Source: an optimization exercise on an open RTL-to-GDS flow (aim: small area, a short achievable clock period and few clock cycles per item). Production flows keep margins and buffers that such runs may drop. The RTL was checked by simulation tests, not by an equivalence proof against the original design.

==> v24: inputs <==
## bbs_generator
module bbs_generator(
    input  wire CLOCK_50,
    input  wire res,
    input  wire [63:0] seed,
    output wire [9:0] LEDR,
    output reg  valid,
    output wire [63:0] x_out,
    output wire [6:0] HEX0,
    output wire [6:0] HEX1,
    output wire [6:0] HEX2,
    output wire [6:0] HEX3,
    output wire [6:0] HEX4,
    output wire [6:0] HEX5
);
clock: 12.0 ns
lec_check: 0
cap_margin: 20
core_margin: 2
core_utilization: 60
setup_slack_margin: 3
slew_margin: 20
synth_hierarchical: 1
synth_minimum_keep_size: 0
run.sh (not shown) runs the stock make flow with config.mk's settings and CLKGATE_MAP_FILE= SYNTH_SCRIPT=/design/flow/synth_recipe.tcl, a recipe that flattens the netlist after the stock synthesis.
==> inputs of v9, as changes to v24 <==
- SETUP_SLACK_MARGIN: 3 -> 4
==> comparison <==
- Against v9, the maximum frequency of v24 is larger by 1.6%.
- Between v24 and v9, the lower first-iteration DRC count is in v24 (gap about 18%, measured against v9).
- Critical path depth is the same in v24 and v9.
- Between v9 and v24, the lower via count is in v24 (gap 5.1%, measured against v24).
- Register-to-register slack: v9 is lower than v24 (0.14 ns).
- Against v9, the global-route usage of v24 is lower by 4.2 points.
- Clock-buffer cell count is the same in v24 and v9.
- Worst hold slack: v9 is worse than v24 (0.011 ns).
- In v24 the cell area is lower than in v9, by about 6%.
- Of v9 and v24, v24 has the higher worst setup slack (gap 0.14 ns).
Testbench counts of v24, summed over its fixed seeds: cycles 216, numbers 192.
Testbench counts of v9, summed over its fixed seeds: cycles 216, numbers 192.

========
==> inputs of v23 <==
Another version of the RTL of bbs_generator (not shown whole).
Settings: LEC_CHECK=0, CAP_MARGIN=20, CORE_MARGIN=2, CORE_UTILIZATION=60, SETUP_SLACK_MARGIN=2.5, SLEW_MARGIN=20, SYNTH_HIERARCHICAL=1, SYNTH_MINIMUM_KEEP_SIZE=0; clock period 12.0 ns.
==> inputs of v32, as changes to v23 <==
--- a/flow/config.mk
+++ b/flow/config.mk
@@ -9,5 +9,6 @@
 export CORE_MARGIN = 2
 export CORE_UTILIZATION = 60
-export SETUP_SLACK_MARGIN = 2.5
+export PLACE_DENSITY = 0.7
+export SETUP_SLACK_MARGIN = 3
 export SLEW_MARGIN = 20
 export SYNTH_HIERARCHICAL = 1
==> inputs of v38, as changes to v23 <==
--- a/flow/config.mk
+++ b/flow/config.mk
@@ -9,5 +9,5 @@
 export CORE_MARGIN = 2
 export CORE_UTILIZATION = 60
-export SETUP_SLACK_MARGIN = 2.5
+export SETUP_SLACK_MARGIN = 3
 export SLEW_MARGIN = 20
 export SYNTH_HIERARCHICAL = 1
==> notes <==
Setup slack: v32 > v38 > v23.
Via count: v38 is higher than v23 (1.3%).
Die area is the same in v32 and v38.
Of v23 and v32, v32 has the higher first-iteration DRC count (gap 18%, measured against v32).
Against v23, the final area of v38 is larger by about 2%.
Clock skew: v38 is lower than v23 (0.0016 ns).
Against v38, the count of clock-buffer cells in the layout of v32 is lower by 2.
Sequential share of layout area, highest first: v23, v38, v32.
Routed wire length, lowest first: v23, v32, v38.
==> figures <==
item                                                             v38         v23         v32
Met2 track demand over resource in global routing              61.5%       60.5%       60.3%
Vias                                                          41,500      41,000      42,000
Proportion of layout cells with a drive suffix above 1         12.0%       8.94%       12.8%
Count of instances resized after the clock tree is built         224         115         195
Critical path data arrival time                              9.44 ns     9.69 ns     9.38 ns
Run status                                  timing/DRC/antenna clean  timing/DRC/antenna clean  timing/DRC/antenna clean
Levels on crit path                                               29          30          28
Detailed-route wire length per cell                          27.1 um     27.0 um     26.8 um
GRT Overall Usage                                              40.1%       39.4%       39.5%
Non-Filler Cell Area, Final                               61,200 um2  59,900 um2  61,300 um2
Maximum fanout count along the critical path                       8           9          15
Met3 global-route usage                                        11.9%       11.5%       12.9%
Count of filler cells inserted in the layout                   7,248       7,378       7,105
Routed length on met3                                      19,800 um   19,400 um   21,600 um
Fraction of standard cell area that is sequential              6.42%       6.54%       6.40%
Testbench counts of v23, summed over its fixed seeds: cycles 216, numbers 192.
Testbench counts of v32, summed over its fixed seeds: cycles 216, numbers 192.
Testbench counts of v38, summed over its fixed seeds: cycles 216, numbers 192.

========
==> job 7621: inputs <==
bbs_generator, a different RTL version from the one above (not shown whole).
==> flow/config.mk <==
export PLATFORM = sky130hd
export DESIGN_NAME = bbs_generator
export DESIGN_NICKNAME = bbs_generator
export VERILOG_FILES = /design/flow/design.v
export SDC_FILE = /design/flow/constraint.sdc
export NUM_CORES = 4
export LEC_CHECK = 0
export ABC_CLOCK_PERIOD_IN_PS = 4000
export CAP_MARGIN = 20
export CORE_MARGIN = 2
export CORE_UTILIZATION = 40
export SETUP_SLACK_MARGIN = 3
export SLEW_MARGIN = 20
==> flow/constraint.sdc <==
create_clock -name core_clock -period 12.0 [get_ports {CLOCK_50}]
set_input_delay 2.4000 -clock core_clock [delete_from_list [all_inputs] [get_ports {CLOCK_50}]]
set_output_delay 2.4000 -clock core_clock [all_outputs]
set_load 0.01 [all_outputs]
==> inputs of job 6141, as changes to job 7621 <==
- ABC_CLOCK_PERIOD_IN_PS: 4000 -> default
- SETUP_SLACK_MARGIN: 3 -> 0.5
==> results.txt <==
                                                                    job 7621                    job 6141
Post-place instance area                                         72,100 um^2                 72,000 um^2
Final Worst Setup Slack                                             -1750 ps                    -1960 ps
Share of layout cells above drive strength 1                           0.273                       0.280
Routed WL                                                         222,000 um                  225,000 um
First-pass DRT Iterations                                                  7                           8
Worst-case hold slack                                                 479 ps                      483 ps
Global-route track usage on met1                                       0.391                       0.392
Count of cells resized by post-cts repair                                296                         286
Run status                                        complete, but fails checks  complete, but fails checks
Reasons for failing layout checks                       negative setup slack        negative setup slack
Cell area after layout                                           77,000 um^2                 77,700 um^2
Worst path arrival time                                            14,180 ps                   14,370 ps
Non-clock buffering overhead in the final layout                       0.163                       0.168
Met3 Routed Length                                                 19,600 um                   20,000 um
Final Setup Violations                                                    98                         102
Final non-filler cell total                                            9,892                       9,950
Start point of the critical path                          a_reg[5]$_DFF_PP0_         a_reg[15]$_DFF_PP0_
Post-placement worst setup slack                                    -2170 ps                    -2280 ps
Register Area                                                      3800 um^2                   3800 um^2
Routed length on met1                                              88,300 um                   89,000 um
Met2 layer usage reported by global route                              0.469                       0.479
Final Cycle Share                                                       1.15                        1.16
Latest clock arrival within the worst-skew pair                       530 ps                      540 ps
Testbench counts of job 7621, summed over its fixed seeds: cycles 216, numbers 192.
Testbench counts of job 6141, summed over its fixed seeds: cycles 216, numbers 192.

========
==> juniper: inputs <==
bbs_generator, a different RTL version from the one above (not shown whole).
Design bbs_generator, start of the top module:
module bbs_generator(
    input  wire CLOCK_50,
    input  wire res,
    input  wire [63:0] seed,
    output wire [9:0] LEDR,
    output reg  valid,
    output wire [63:0] x_out,
    output wire [6:0] HEX0,
    output wire [6:0] HEX1,
    output wire [6:0] HEX2,
    output wire [6:0] HEX3,
    output wire [6:0] HEX4,
    output wire [6:0] HEX5
);
Settings: LEC_CHECK=0, CAP_MARGIN=20, CORE_MARGIN=2, CORE_UTILIZATION=60, SETUP_SLACK_MARGIN=2.5, SLEW_MARGIN=20, SYNTH_HIERARCHICAL=1, SYNTH_MINIMUM_KEEP_SIZE=0; clock period 12.0 ns.
==> cedar (differences from juniper) <==
SETUP_SLACK_MARGIN = 3   (was 2.5)
==> reports/qor.csv <==
metric,value,unit
CP endpoint,x_out[48],
status,"complete, no violations",
# nets final,7402,
post-route core utilization,65.68,%
Critical Path Slowest Stage Cell,clkdlybuf4s50_1,
Finished Layout Cells,6836,
(the above is from juniper)
==> reports/qor.csv <==
metric,value,unit
status,"complete, no violations",
post-route core utilization,69.19,%
# nets final,7596,
non-clk buf share,8.297,%
Critical Path Slowest Stage Cell,fa_1,
Finished Layout Cells,7032,
setup violators final,0,
post-synthesis mux area share,0.8379,%
DIE AREA,0.09528,mm2
Clock Sinks,151,
CP endpoint,b_reg[22],
RR Startpoint,b_reg[17],
(the above is from cedar)
Testbench counts of juniper, summed over its fixed seeds: cycles 216, numbers 192.
Testbench counts of cedar, summed over its fixed seeds: cycles 216, numbers 192.

========
==> run a: inputs <==
Another version of the RTL of bbs_generator (not shown whole).
export LEC_CHECK = 0
export CAP_MARGIN = 20
export CORE_MARGIN = 2
export CORE_UTILIZATION = 60
export SETUP_SLACK_MARGIN = 3
export SLEW_MARGIN = 20
export SYNTH_HIERARCHICAL = 1
export SYNTH_MINIMUM_KEEP_SIZE = 0
create_clock -name core_clock -period 12.0 [get_ports {CLOCK_50}]
==> run b: changes against run a <==
- SETUP_SLACK_MARGIN: 3 -> 0.5
==> run c: changes against run a <==
- CORE_UTILIZATION: 60 -> 70
==> impl_metrics.prom <==
# TYPE chip_impl_metric gauge
chip_impl_info{name="outcome",value="timing/DRC/antenna clean"} 1
chip_impl_metric{name="core_area",unit="um^2"} 102000
chip_impl_metric{name="final.hold.worst_slack",unit="ns"} 0.480
chip_impl_metric{name="detail_route.first_pass.iterations",unit=""} 5
chip_impl_metric{name="layout.core_utilization",unit="%"} 69.0
chip_impl_metric{name="critPathRequiredTime",unit="ns"} 12.41
chip_impl_metric{name="place.gp.congestion",unit=""} 0.993
chip_impl_metric{name="post_cts_resize_count",unit=""} 269
chip_impl_metric{name="timing.critical_path.arrival",unit="ns"} 9.93
chip_impl_metric{name="preCtsSetupSlack",unit="ns"} 1.48
chip_impl_metric{name="place.detailed.hpwl",unit="um"} 151000
chip_impl_metric{name="r2r_setup_slack",unit="ns"} 2.48
chip_impl_metric{name="detailroute.wirelength.met2",unit="um"} 90000
Source of the figures above: run a

==> impl_metrics.prom <==
# TYPE chip_impl_metric gauge
chip_impl_metric{name="critPathRequiredTime",unit="ns"} 12.34
chip_impl_metric{name="layout.core_utilization",unit="%"} 80.0
chip_impl_metric{name="detailroute.wirelength.met2",unit="um"} 90600
chip_impl_metric{name="place.gp.congestion",unit=""} 1.05
chip_impl_metric{name="place.detailed.hpwl",unit="um"} 149000
chip_impl_metric{name="post_cts_resize_count",unit=""} 290
chip_impl_metric{name="preCtsSetupSlack",unit="ns"} 0.496
chip_impl_metric{name="final.hold.worst_slack",unit="ns"} 0.482
chip_impl_info{name="outcome",value="timing/DRC/antenna clean"} 1
Source of the figures above: run c

==> impl_metrics.prom <==
# TYPE chip_impl_metric gauge
chip_impl_info{name="outcome",value="timing/DRC/antenna clean"} 1
chip_impl_metric{name="preCtsSetupSlack",unit="ns"} 1.45
chip_impl_metric{name="detailroute.wirelength.met2",unit="um"} 86700
chip_impl_metric{name="post_cts_resize_count",unit=""} 0
chip_impl_metric{name="detail_route.first_pass.iterations",unit=""} 5
chip_impl_metric{name="layout.core_utilization",unit="%"} 64.4
chip_impl_metric{name="place.detailed.hpwl",unit="um"} 152000
chip_impl_metric{name="critPathRequiredTime",unit="ns"} 12.43
chip_impl_metric{name="place.gp.congestion",unit=""} 1.00
chip_impl_metric{name="final.hold.worst_slack",unit="ns"} 0.477
chip_impl_metric{name="r2r_setup_slack",unit="ns"} 1.24
Source of the figures above: run b

Testbench counts of run a, summed over its fixed seeds: cycles 216, numbers 192.
Testbench counts of run b, summed over its fixed seeds: cycles 216, numbers 192.
Testbench counts of run c, summed over its fixed seeds: cycles 216, numbers 192.

========
==> v5: inputs <==
bbs_generator, a different RTL version from the one above (not shown whole).
clock: 12.0 ns
lec_check: 0
cap_margin: 20
core_margin: 2
core_utilization: 40
setup_slack_margin: 2.5
slew_margin: 20
synth_hierarchical: 1
synth_minimum_keep_size: 0
==> v20 (differences from v5) <==
Settings changed: SETUP_SLACK_MARGIN 2.5 to 0.5.
==> results.txt <==
Of v20 and v5, v20 has the higher clock skew (gap 0.0034 ns). Between v5 and v20, the lower via count is in v5 (gap 0.23%, measured against v20). In v20 the final area is higher than in v5, by about 1%. Wire length is about the same in v5 and v20. In v5 the final cell count is lower than in v20, by about 1.4%. Between v20 and v5, the lower register-to-register slack is in v20 (gap 0.04 ns). Critical path depth: v20 is higher than v5 (3). Of v20 and v5, v5 has the higher setup slack (gap 0.044 ns). In synthesized cell count, v5 and v20 do not differ.
Testbench counts of v5, summed over its fixed seeds: cycles 216, numbers 192.
Testbench counts of v20, summed over its fixed seeds: cycles 216, numbers 192.

========
==> harbor <==
bbs_generator, a different RTL version from the one above (not shown whole).
Settings: LEC_CHECK=0, CAP_MARGIN=20, CORE_MARGIN=2, CORE_UTILIZATION=60, SETUP_SLACK_MARGIN=1.5, SLEW_MARGIN=20, SYNTH_HIERARCHICAL=1, SYNTH_MINIMUM_KEEP_SIZE=0; clock period 12.0 ns.
==> xenon (differences from harbor) <==
--- a/flow/config.mk
+++ b/flow/config.mk
@@ -7,8 +7,8 @@
 export LEC_CHECK = 0
 export CAP_MARGIN = 20
 export CORE_MARGIN = 2
-export CORE_UTILIZATION = 60
-export SETUP_SLACK_MARGIN = 1.5
+export CORE_UTILIZATION = 70
+export SETUP_SLACK_MARGIN = 2.5
 export SLEW_MARGIN = 20
 export SYNTH_HIERARCHICAL = 1
 export SYNTH_MINIMUM_KEEP_SIZE = 0
==> results_dict.tcl <==
set metrics [dict create \
    outcome "complete, no violations" \
    tapCellCount 1176 \
    grt_pass1_vias 44100 \
    arrival_ns 10.49 \
    tightest_slew_ns 1.08 \
    cp_max_fo 19 \
    required_ns 12.44 \
]
That was harbor.
==> results_dict.tcl <==
set metrics [dict create \
    tightest_slew_ns 1.04 \
    grt_pass1_vias 44800 \
    setup-tns-final_ns 0 \
    tapCellCount 1040 \
    outcome "complete, no violations" \
    multi_input_comb_cells 4495 \
    finalNonFillerCells 6341 \
    required_ns 12.38 \
    postCtsHoldBufs 0 \
    crit_start "b_reg[5]" \
    crit_family "adder cells" \
]
That was xenon.
Testbench counts of harbor, summed over its fixed seeds: cycles 216, numbers 192.
Testbench counts of xenon, summed over its fixed seeds: cycles 216, numbers 192.

========
==> inputs of run B <==
Another version of the RTL of bbs_generator (not shown whole).
export LEC_CHECK = 0
export CAP_MARGIN = 20
export CORE_MARGIN = 2
export CORE_UTILIZATION = 60
export SETUP_SLACK_MARGIN = 2.5
export SLEW_MARGIN = 20
export SYNTH_HIERARCHICAL = 1
export SYNTH_MINIMUM_KEEP_SIZE = 0
create_clock -name core_clock -period 12.0 [get_ports {CLOCK_50}]
==> run Y (differences from run B) <==
--- a/flow/design.v
+++ b/flow/design.v
@@ -2920,33 +2920,30 @@
     gc yt_G30_0_c (.gh(yt_G30_15p), .ph(yt_P30_15), .gl(yt_G14_0), .g(yt_G30_0));
     assign yt_G[30] = yt_G30_0;
     assign yt_P[30] = 1'b0;
     wire yt_co = yt_G[30];
     wire [30:0] yt_s = yt_p ^ {yt_G[29:0], 1'b0};
     wire [30:0] t = yt_s;
     wire h1 = yt_co ^ e;    
     wire h2 = yt_co & e;    
-    wire [6:0] w0 = {1'b0, t[5:0]};
-    wire [6:0] w1 = {1'b0, t[5:0]} + 7'd19;
-    wire [6:0] w2 = {1'b0, t[5:0]} + 7'd38;
-    wire [6:0] w3 = {1'b0, t[5:0]} + 7'd57;
-    wire c6 = h2 ? w2[6] : (h1 ? w1[6] : w0[6]);
-    wire [24:0] z = {yt_p[30:7] ^ yt_g[29:6], yt_p[6] ^ yt_G[5]};
+    wire [6:0] l0 = {1'b0, t[5:0]};
+    wire [6:0] l19 = {1'b0, t[5:0]} + 7'd19;
+    wire [6:0] l38 = {1'b0, t[5:0]} + 7'd38;
+    wire [6:0] l = h2 ? l38 : (h1 ? l19 : l0);
     wire [25:0] ones;
     assign ones[0] = 1'b1;
     genvar gi;
     generate for (gi = 1; gi < 26; gi = gi + 1) begin : op
-        assign ones[gi] = &z[gi-1:0];
+        assign ones[gi] = ones[gi-1] & t[gi+5];
     end endgenerate
-    wire ovf = c6 & ones[25];
-    wire [5:0] la = h2 ? w2[5:0] : (h1 ? w1[5:0] : w0[5:0]);
-    wire [5:0] lb = h2 ? w3[5:0] : (h1 ? w2[5:0] : w1[5:0]);
-    wire [24:0] hi = t[30:6] ^ ({25{c6}} & ones[24:0]);
-    assign r = ovf ? {25'd0, lb} : {hi, la};
+    wire [24:0] hi = t[30:6] ^ ({25{l[6]}} & ones[24:0]);
+    wire ovf = l[6] & ones[25];
+    wire [6:0] l2 = {1'b0, l[5:0]} + 7'd19;
+    assign r = ovf ? {24'd0, l2} : {hi, l[5:0]};
 endmodule
 module crt_s (
     input  wire [30:0] a,
     input  wire [30:0] b,
     input  wire        ge,
     output wire [30:0] s
 );
     wire [30:0] ad_a = b;
==> flow/config.mk (replaced) <==
export PLATFORM = sky130hd
export DESIGN_NAME = bbs_generator
export DESIGN_NICKNAME = bbs_generator
export VERILOG_FILES = /design/flow/design.v
export SDC_FILE = /design/flow/constraint.sdc
export NUM_CORES = 4
export LEC_CHECK = 0
export CAP_MARGIN = 20
export CORE_MARGIN = 2
export CORE_UTILIZATION = 60
export SETUP_SLACK_MARGIN = 2
export SLEW_MARGIN = 20
export SYNTH_HIERARCHICAL = 1
export SYNTH_MINIMUM_KEEP_SIZE = 0
==> run X (differences from run B) <==
--- a/flow/design.v
+++ b/flow/design.v
@@ -2920,33 +2920,30 @@
     gc yt_G30_0_c (.gh(yt_G30_15p), .ph(yt_P30_15), .gl(yt_G14_0), .g(yt_G30_0));
     assign yt_G[30] = yt_G30_0;
     assign yt_P[30] = 1'b0;
     wire yt_co = yt_G[30];
     wire [30:0] yt_s = yt_p ^ {yt_G[29:0], 1'b0};
     wire [30:0] t = yt_s;
     wire h1 = yt_co ^ e;    
     wire h2 = yt_co & e;    
-    wire [6:0] w0 = {1'b0, t[5:0]};
-    wire [6:0] w1 = {1'b0, t[5:0]} + 7'd19;
-    wire [6:0] w2 = {1'b0, t[5:0]} + 7'd38;
-    wire [6:0] w3 = {1'b0, t[5:0]} + 7'd57;
-    wire c6 = h2 ? w2[6] : (h1 ? w1[6] : w0[6]);
-    wire [24:0] z = {yt_p[30:7] ^ yt_g[29:6], yt_p[6] ^ yt_G[5]};
+    wire [6:0] l0 = {1'b0, t[5:0]};
+    wire [6:0] l19 = {1'b0, t[5:0]} + 7'd19;
+    wire [6:0] l38 = {1'b0, t[5:0]} + 7'd38;
+    wire [6:0] l = h2 ? l38 : (h1 ? l19 : l0);
     wire [25:0] ones;
     assign ones[0] = 1'b1;
     genvar gi;
     generate for (gi = 1; gi < 26; gi = gi + 1) begin : op
-        assign ones[gi] = &z[gi-1:0];
+        assign ones[gi] = ones[gi-1] & t[gi+5];
     end endgenerate
-    wire ovf = c6 & ones[25];
-    wire [5:0] la = h2 ? w2[5:0] : (h1 ? w1[5:0] : w0[5:0]);
-    wire [5:0] lb = h2 ? w3[5:0] : (h1 ? w2[5:0] : w1[5:0]);
-    wire [24:0] hi = t[30:6] ^ ({25{c6}} & ones[24:0]);
-    assign r = ovf ? {25'd0, lb} : {hi, la};
+    wire [24:0] hi = t[30:6] ^ ({25{l[6]}} & ones[24:0]);
+    wire ovf = l[6] & ones[25];
+    wire [6:0] l2 = {1'b0, l[5:0]} + 7'd19;
+    assign r = ovf ? {24'd0, l2} : {hi, l[5:0]};
 endmodule
 module crt_s (
     input  wire [30:0] a,
     input  wire [30:0] b,
     input  wire        ge,
     output wire [30:0] s
 );
     wire [30:0] ad_a = b;
==> run K (differences from run B) <==
--- a/flow/design.v
+++ b/flow/design.v
@@ -2920,33 +2920,30 @@
     gc yt_G30_0_c (.gh(yt_G30_15p), .ph(yt_P30_15), .gl(yt_G14_0), .g(yt_G30_0));
     assign yt_G[30] = yt_G30_0;
     assign yt_P[30] = 1'b0;
     wire yt_co = yt_G[30];
     wire [30:0] yt_s = yt_p ^ {yt_G[29:0], 1'b0};
     wire [30:0] t = yt_s;
     wire h1 = yt_co ^ e;    
     wire h2 = yt_co & e;    
-    wire [6:0] w0 = {1'b0, t[5:0]};
-    wire [6:0] w1 = {1'b0, t[5:0]} + 7'd19;
-    wire [6:0] w2 = {1'b0, t[5:0]} + 7'd38;
-    wire [6:0] w3 = {1'b0, t[5:0]} + 7'd57;
-    wire c6 = h2 ? w2[6] : (h1 ? w1[6] : w0[6]);
-    wire [24:0] z = {yt_p[30:7] ^ yt_g[29:6], yt_p[6] ^ yt_G[5]};
+    wire [6:0] l0 = {1'b0, t[5:0]};
+    wire [6:0] l19 = {1'b0, t[5:0]} + 7'd19;
+    wire [6:0] l38 = {1'b0, t[5:0]} + 7'd38;
+    wire [6:0] l = h2 ? l38 : (h1 ? l19 : l0);
     wire [25:0] ones;
     assign ones[0] = 1'b1;
     genvar gi;
     generate for (gi = 1; gi < 26; gi = gi + 1) begin : op
-        assign ones[gi] = &z[gi-1:0];
+        assign ones[gi] = ones[gi-1] & t[gi+5];
     end endgenerate
-    wire ovf = c6 & ones[25];
-    wire [5:0] la = h2 ? w2[5:0] : (h1 ? w1[5:0] : w0[5:0]);
-    wire [5:0] lb = h2 ? w3[5:0] : (h1 ? w2[5:0] : w1[5:0]);
-    wire [24:0] hi = t[30:6] ^ ({25{c6}} & ones[24:0]);
-    assign r = ovf ? {25'd0, lb} : {hi, la};
+    wire [24:0] hi = t[30:6] ^ ({25{l[6]}} & ones[24:0]);
+    wire ovf = l[6] & ones[25];
+    wire [6:0] l2 = {1'b0, l[5:0]} + 7'd19;
+    assign r = ovf ? {24'd0, l2} : {hi, l[5:0]};
 endmodule
 module crt_s (
     input  wire [30:0] a,
     input  wire [30:0] b,
     input  wire        ge,
     output wire [30:0] s
 );
     wire [30:0] ad_a = b;
==> flow/config.mk (replaced) <==
export PLATFORM = sky130hd
export DESIGN_NAME = bbs_generator
export DESIGN_NICKNAME = bbs_generator
export VERILOG_FILES = /design/flow/design.v
export SDC_FILE = /design/flow/constraint.sdc
export NUM_CORES = 4
export LEC_CHECK = 0
export CAP_MARGIN = 20
export CORE_MARGIN = 2
export CORE_UTILIZATION = 60
export SETUP_SLACK_MARGIN = 3
export SLEW_MARGIN = 20
export SYNTH_HIERARCHICAL = 1
export SYNTH_MINIMUM_KEEP_SIZE = 0
==> metrics.md <==
| Metric | Value |
|---|---|
| RSZ-0062 raised after global routing | yes |
| Crit path depth | 25 |
| Die width | 306 µm |
| Total Die Area | 93,700 µm² |
| WL/cell | 27.6 µm |
| Status | timing/DRC/antenna clean |
| Post-synthesis adder-cell area fraction | 0.594 |
| DPL Wire Length | 134 mm |
| Multi-In Gates | 4,495 |
Source of the figures above: run K

==> metrics.md <==
| Metric | Value |
|---|---|
| Crit path depth | 26 |
| Nets | 7,062 |
| Total Die Area | 93,700 µm² |
| WL/cell | 26.6 µm |
| CP Class | flip-flop to flip-flop |
| Synth area leader | fa_1 |
| Metal3 WL | 18.3 mm |
| Status | timing/DRC/antenna clean |
| RSZ-0062 raised after global routing | no |
| Post-synthesis adder-cell area fraction | 0.594 |
| Rows | 110 |
| Die width | 306 µm |
| Multi-In Gates | 4,494 |
Source of the figures above: run Y

==> metrics.md <==
| Metric | Value |
|---|---|
| Total Die Area | 93,700 µm² |
| Multi-In Gates | 4,494 |
| Resized Gates After CTS | 71 |
| DPL Wire Length | 134 mm |
| WL/cell | 26.9 µm |
| Post-synthesis adder-cell area fraction | 0.594 |
| RSZ-0062 raised after global routing | yes |
| Die width | 306 µm |
| Final WL | 174 mm |
| M3 GR Usage | 0.123 |
| Status | timing/DRC/antenna clean |
Source of the figures above: run X

==> metrics.md <==
| Metric | Value |
|---|---|
| Status | timing/DRC/antenna clean |
| WL/cell | 27.1 µm |
| Multi-In Gates | 4,556 |
| # fillers | 7,358 |
| Crit path depth | 25 |
| Top class by area | multi-input gates |
| Die width | 307 µm |
| Seq/total area | 0.0638 |
| DPL Wire Length | 138 mm |
| Pin count of the biggest net entering global routing | 80 |
| RSZ-0062 raised after global routing | yes |
| Post-synthesis adder-cell area fraction | 0.588 |
Source of the figures above: run B

Testbench counts of run B, summed over its fixed seeds: cycles 216, numbers 192.
Testbench counts of run Y, summed over its fixed seeds: cycles 216, numbers 192.
Testbench counts of run X, summed over its fixed seeds: cycles 216, numbers 192.
Testbench counts of run K, summed over its fixed seeds: cycles 216, numbers 192.

==> re-timing with driven ports <==
The flow's constraints put no driver on any port. The routed layouts listed below were extracted and timed again, unchanged, in two steps. Step 1 sets driving cells, clkbuf_16 on the clock port and buf_2 on the other inputs (assumed; they add their load-dependent delay and slew). Step 2 also shifts input and output timing later by t, the mid clock arrival at the registers, as if the neighbouring blocks saw the same clock. Slacks: ideal / step 1 / step 2; pairs: ideal / step 1.
| run | t (ns) | slack for setup (ns) | worst hold slack (ns) |
|---|---|---|---|
| v24 | 0.602 | 3.048 / 3.034 / 2.517 | 0.495 / 0.495 / 0.495 |
| v9 | 0.582 | 2.908 / 2.908 / 2.496 | 0.484 / 0.484 / 0.484 |
| v23 | 0.577 | 2.733 / 2.711 / 2.553 | 0.483 / 0.483 / 0.483 |
| v32 | 0.558 | 3.036 / 3.036 / 2.812 | 0.480 / 0.480 / 0.480 |
| v38 | 0.577 | 3.010 / 2.995 / 2.735 | 0.482 / 0.482 / 0.482 |
| job 7621 | 0.597 | -1.749 / -1.749 / -1.749 | 0.479 / 0.479 / 0.479 |
| job 6141 | 0.613 | -1.962 / -1.962 / -1.962 | 0.483 / 0.483 / 0.483 |
| juniper | 0.577 | 2.625 / 2.553 / 2.433 | 0.480 / 0.480 / 0.480 |
| cedar | 0.585 | 2.993 / 2.993 / 2.609 | 0.479 / 0.479 / 0.479 |
| run a of note 5 | 0.587 | 2.483 / 2.483 / 2.483 | 0.480 / 0.480 / 0.480 |
| run b of note 5 | 0.591 | 1.241 / 1.241 / 1.241 | 0.477 / 0.477 / 0.477 |
| run c of note 5 | 0.566 | 2.174 / 2.174 / 2.174 | 0.482 / 0.482 / 0.482 |
| v5 | 0.577 | 0.285 / 0.285 / 0.285 | 0.485 / 0.485 / 0.485 |
| v20 | 0.581 | 0.241 / 0.241 / 0.241 | 0.469 / 0.469 / 0.469 |
| harbor | 0.589 | 1.943 / 1.939 / 1.943 | 0.481 / 0.481 / 0.481 |
| xenon | 0.562 | 2.591 / 2.548 / 2.591 | 0.505 / 0.505 / 0.505 |
| run B of note 8 | 0.540 | 2.623 / 2.553 / 2.516 | 0.484 / 0.484 / 0.484 |
| run Y of note 8 | 0.590 | 2.317 / 2.268 / 2.317 | 0.481 / 0.481 / 0.481 |
| run X of note 8 | 0.591 | 2.691 / 2.617 / 2.564 | 0.481 / 0.481 / 0.481 |
| run K of note 8 | 0.587 | 3.002 / 2.928 / 2.813 | 0.481 / 0.481 / 0.481 |
For v24, which loses most, drivers alone change the setup slack by -0.014 ns; drivers and shift together by -0.531 ns.
